This is an optimization exercise on Yosys and OpenROAD, whose aim is small area, not a production implementation.
The RTL was checked by simulation tests, not by an equivalence proof against the original design.
No activity file was given, so power comes from the tool's default toggle rates.

P:
==> flow/design.v (excerpt) <==
module apb_spi_top(
    input  wire        i_clk,
    input  wire        i_rst_n,
    input  wire        i_psel,
    input  wire        i_pwrite,
    input  wire        i_penable,
    input  wire [31:0] i_paddr,
    input  wire [31:0] i_pwdata,
    output wire [31:0] o_prdata,
    output wire        o_pready,
    output wire        o_pslverr,
    input  wire        i_MISO,
    output reg         o_MOSI,
    output reg         o_SCLK,
    output wire        o_SS0,
    output wire        o_SS1,
    output wire        o_SS2,
    output wire        o_SS3,
    output wire        o_int
);
For scale: about 620 flip-flops, roughly 0.020 mm2 of cells after synthesis.
Settings: LEC_CHECK=0, CAP_MARGIN=0, CORE_MARGIN=2, CORE_UTILIZATION=70, CTS_BUF_LIST=sky130_fd_sc_hd__clkbuf_4, CTS_CLUSTER_DIAMETER=40, CTS_CLUSTER_SIZE=10, GPL_TIMING_DRIVEN=0, PLACE_DENSITY=0.85, SLEW_MARGIN=0, SYNTH_HIERARCHICAL=1, SYNTH_MINIMUM_KEEP_SIZE=0; clock period 10.0 ns.
standard.sh (not shown) runs the stock make flow with config.mk's settings and CLKGATE_MAP_FILE= SYNTH_SCRIPT=/design/flow/synth_recipe.tcl, a recipe that flattens the netlist after the stock synthesis.
==> flow/flow/run.sh <==
#!/bin/bash
# Standard ORFS layout (the standard.sh) with three changes:
#  - port buffers use the smallest buffer cell instead of the resizer's pick
#  - after global placement, gates with timing slack are downsized
#    (flow/pre_resize.tcl) before the usual repair_design
#  - clock tree synthesis without dummy loads
set -euo pipefail
export BUFFER_PORTS_ARGS="-buffer_cell sky130_fd_sc_hd__buf_1"
export PRE_RESIZE_TCL="$PWD/flow/pre_resize.tcl"
export CTS_ARGS="-sink_clustering_enable -repair_clock_nets -dont_use_dummy_load -buf_list sky130_fd_sc_hd__clkbuf_4 -sink_clustering_size 10 -sink_clustering_max_diameter 40"
bash standard.sh > standard.log 2>&1
==> flow/flow/pre_resize.tcl <==
# Downsize gates off the critical paths before repair_design runs (resize.tcl
# calls repair_design right after this hook, fixing any slew or cap left over).
estimate_parasitics -placement
set_dont_use $::env(DONT_USE_CELLS)
repair_timing -recover_power 100 -verbose
P finished every step from synthesis to the final layout, and the layout passed the timing, design-rule and antenna checks.
### P -> Q
Settings: clearing GPL_TIMING_DRIVEN, which used to be 0; swapping 0.85 for 0.75 in PLACE_DENSITY.
==> comparison <==
- Comparing P and Q, the higher slew at the pin closest to its max-slew limit is on P.
- Sort P and Q by pre-CTS setup slack, ascending, and P comes first.
- Between P and Q, the routed wire length figures differ only marginally.
- Summary of Q over P: worst slack on hold paths down 0.0095 ns, final area -about 1.3%, post-synthesis async set-or-reset flop share held steady.
- Q packs its core looser than P.

* * *

## delta
apb_spi_top, a different RTL version from the one above (not shown whole).
Size in the first run: roughly 1600 cells after synthesis, ~620 flip-flops, roughly 110 I/O pins.
Settings: LEC_CHECK=0, CAP_MARGIN=0, CORE_MARGIN=2, CORE_UTILIZATION=70, CTS_BUF_LIST=sky130_fd_sc_hd__clkbuf_4, CTS_CLUSTER_DIAMETER=40, CTS_CLUSTER_SIZE=10, PLACE_DENSITY=0.85, SLEW_MARGIN=0, SYNTH_HIERARCHICAL=1, SYNTH_MINIMUM_KEEP_SIZE=0; clock period 10.0 ns.
==> flow/flow/run.sh <==
#!/bin/bash
# Standard ORFS layout (the standard.sh) with two changes:
#  - port buffers use the smallest buffer cell instead of the resizer's pick
#  - clock tree synthesis without dummy loads
set -euo pipefail
export BUFFER_PORTS_ARGS="-buffer_cell sky130_fd_sc_hd__buf_1"
export CTS_ARGS="-sink_clustering_enable -repair_clock_nets -dont_use_dummy_load -buf_list sky130_fd_sc_hd__clkbuf_4 -sink_clustering_size 10 -sink_clustering_max_diameter 40"
bash standard.sh > standard.log 2>&1
> inputs changed (delta -> zinc)
==> flow/run.sh (new file) <==
#!/bin/bash
# synth_recipe.tcl (not shown) runs the flow's synth.tcl, then flattens the netlist and writes it again
# the make line also repeats each setting of config.mk as NAME=value (left out here)
make -C /OpenROAD-flow-scripts/flow DESIGN_CONFIG=/design/flow/config.mk WORK_HOME=/design/flow/orfs CLKGATE_MAP_FILE= SYNTH_SCRIPT=/design/flow/synth_recipe.tcl finish
removed: flow/flow/run.sh
removed: flow/standard.sh
==> summary.txt <==
Diff delta -> zinc: slew of the pin with the lowest slew margin was more or less identical; area used by sequential logic in the layout level; total global-route track usage now sits higher; clock latency on the worst-skew pair closely matched the old numbers. zinc: clock network power share is 5.6 points higher than what delta reported. Sum of met3 wire segment lengths after detailed routing: delta and zinc compared, higher one is delta. Comparing delta and zinc, clock-buffer cell count is higher on zinc. Total negative setup slack: delta vs zinc identical. Where highest clock frequency the design can meet is concerned, delta is better than zinc. zinc leaves less setup margin than delta. On part of the cycle the worst path needs: zinc sits above delta.

* * *

== run B ==
apb_spi_top, a different RTL version from the one above (not shown whole).
Size: roughly 640 flip-flops.
Settings: LEC_CHECK=0, CAP_MARGIN=0, CORE_MARGIN=2, CORE_UTILIZATION=70, CTS_BUF_LIST=sky130_fd_sc_hd__clkbuf_4, CTS_CLUSTER_DIAMETER=40, CTS_CLUSTER_SIZE=10, PLACE_DENSITY=0.85, SLEW_MARGIN=0, SYNTH_HIERARCHICAL=1, SYNTH_MINIMUM_KEEP_SIZE=0; clock period 10.0 ns.
==> flow/flow/run.sh <==
#!/bin/bash
# Standard ORFS layout (the standard.sh) with two changes:
#  - port buffers use the smallest buffer cell instead of the resizer's pick
#  - clock tree synthesis without dummy loads
set -euo pipefail
export BUFFER_PORTS_ARGS="-buffer_cell sky130_fd_sc_hd__buf_1"
export RECOVER_POWER=100
export CTS_ARGS="-sink_clustering_enable -repair_clock_nets -dont_use_dummy_load -buf_list sky130_fd_sc_hd__clkbuf_4 -sink_clustering_size 10 -sink_clustering_max_diameter 40"
bash standard.sh > standard.log 2>&1
Although run B finished all stages, its layout failed final checks on max-capacitance violations, max-slew violations.
The inputs of run C differ from those of run B as listed below.
==> flow/flow/run.sh <==
#!/bin/bash
# Standard ORFS layout (the standard.sh) with three changes:
#  - port buffers use the smallest buffer cell instead of the resizer's pick
#  - after global placement, gates with timing slack are downsized
#    (flow/pre_resize.tcl) before the usual repair_design
#  - clock tree synthesis without dummy loads
set -euo pipefail
export BUFFER_PORTS_ARGS="-buffer_cell sky130_fd_sc_hd__buf_1"
export PRE_RESIZE_TCL="$PWD/flow/pre_resize.tcl"
export CTS_ARGS="-sink_clustering_enable -repair_clock_nets -dont_use_dummy_load -buf_list sky130_fd_sc_hd__clkbuf_4 -sink_clustering_size 10 -sink_clustering_max_diameter 40"
bash standard.sh > standard.log 2>&1
==> flow/flow/pre_resize.tcl (new file) <==
# Downsize gates off the critical paths before repair_design runs (resize.tcl
# calls repair_design right after this hook, fixing any slew or cap left over).
estimate_parasitics -placement
set_dont_use $::env(DONT_USE_CELLS)
repair_timing -recover_power 100 -verbose
- Run B and run C: one clean run, run C; the rest did not finish clean.
- Between run C and run B, the combinational power figures differ only marginally.
- Taking run B as the reference, in run C total power after layout increased by about 0.3% relative to the old numbers; share of final layout cell area taken by non-clock buffers increased by 0.19 points relative to the old numbers.

## static timing again, ports no longer ideal
The flow's constraints put no driver on any port. The routed layouts listed below were extracted and timed again, unchanged, in two steps. Step 1 (the two cells are an assumption about what drives the block):
set clk [get_ports {i_clk}]
set_driving_cell -lib_cell sky130_fd_sc_hd__clkbuf_16 $clk
set_driving_cell -lib_cell sky130_fd_sc_hd__buf_2 [delete_from_list [all_inputs] $clk]
Step 2 moves the port delays by t, midway between the first and last clock arrival at a register: inputs arrive t later, outputs are due t later. That takes back most of the time a late clock gives input paths. a / b / c = no drivers / after step 1 / after step 2; a / b = the first two.
run | t, ns | setup WS [ns] | hold WS [ns] | slew at the worst register clock pin (ns)
P | 0.715 | 3.246 / 3.225 / 3.225 | 0.316 / 0.316 / 0.316 | 0.11 / 0.11
Q | 0.700 | 3.383 / 3.361 / 3.361 | 0.306 / 0.306 / 0.306 | 0.11 / 0.11
delta | 0.764 | 3.758 / 3.738 / 3.738 | 0.305 / 0.305 / 0.305 | 0.11 / 0.11
zinc | 0.786 | 2.863 / 2.841 / 2.841 | 0.306 / 0.306 / 0.306 | 0.11 / 0.11
run B | 0.740 | 3.447 / 3.415 / 3.415 | 0.277 / 0.277 / 0.277 | 0.11 / 0.11
run C | 0.741 | 3.430 / 3.398 / 3.398 | 0.282 / 0.282 / 0.282 | 0.11 / 0.11
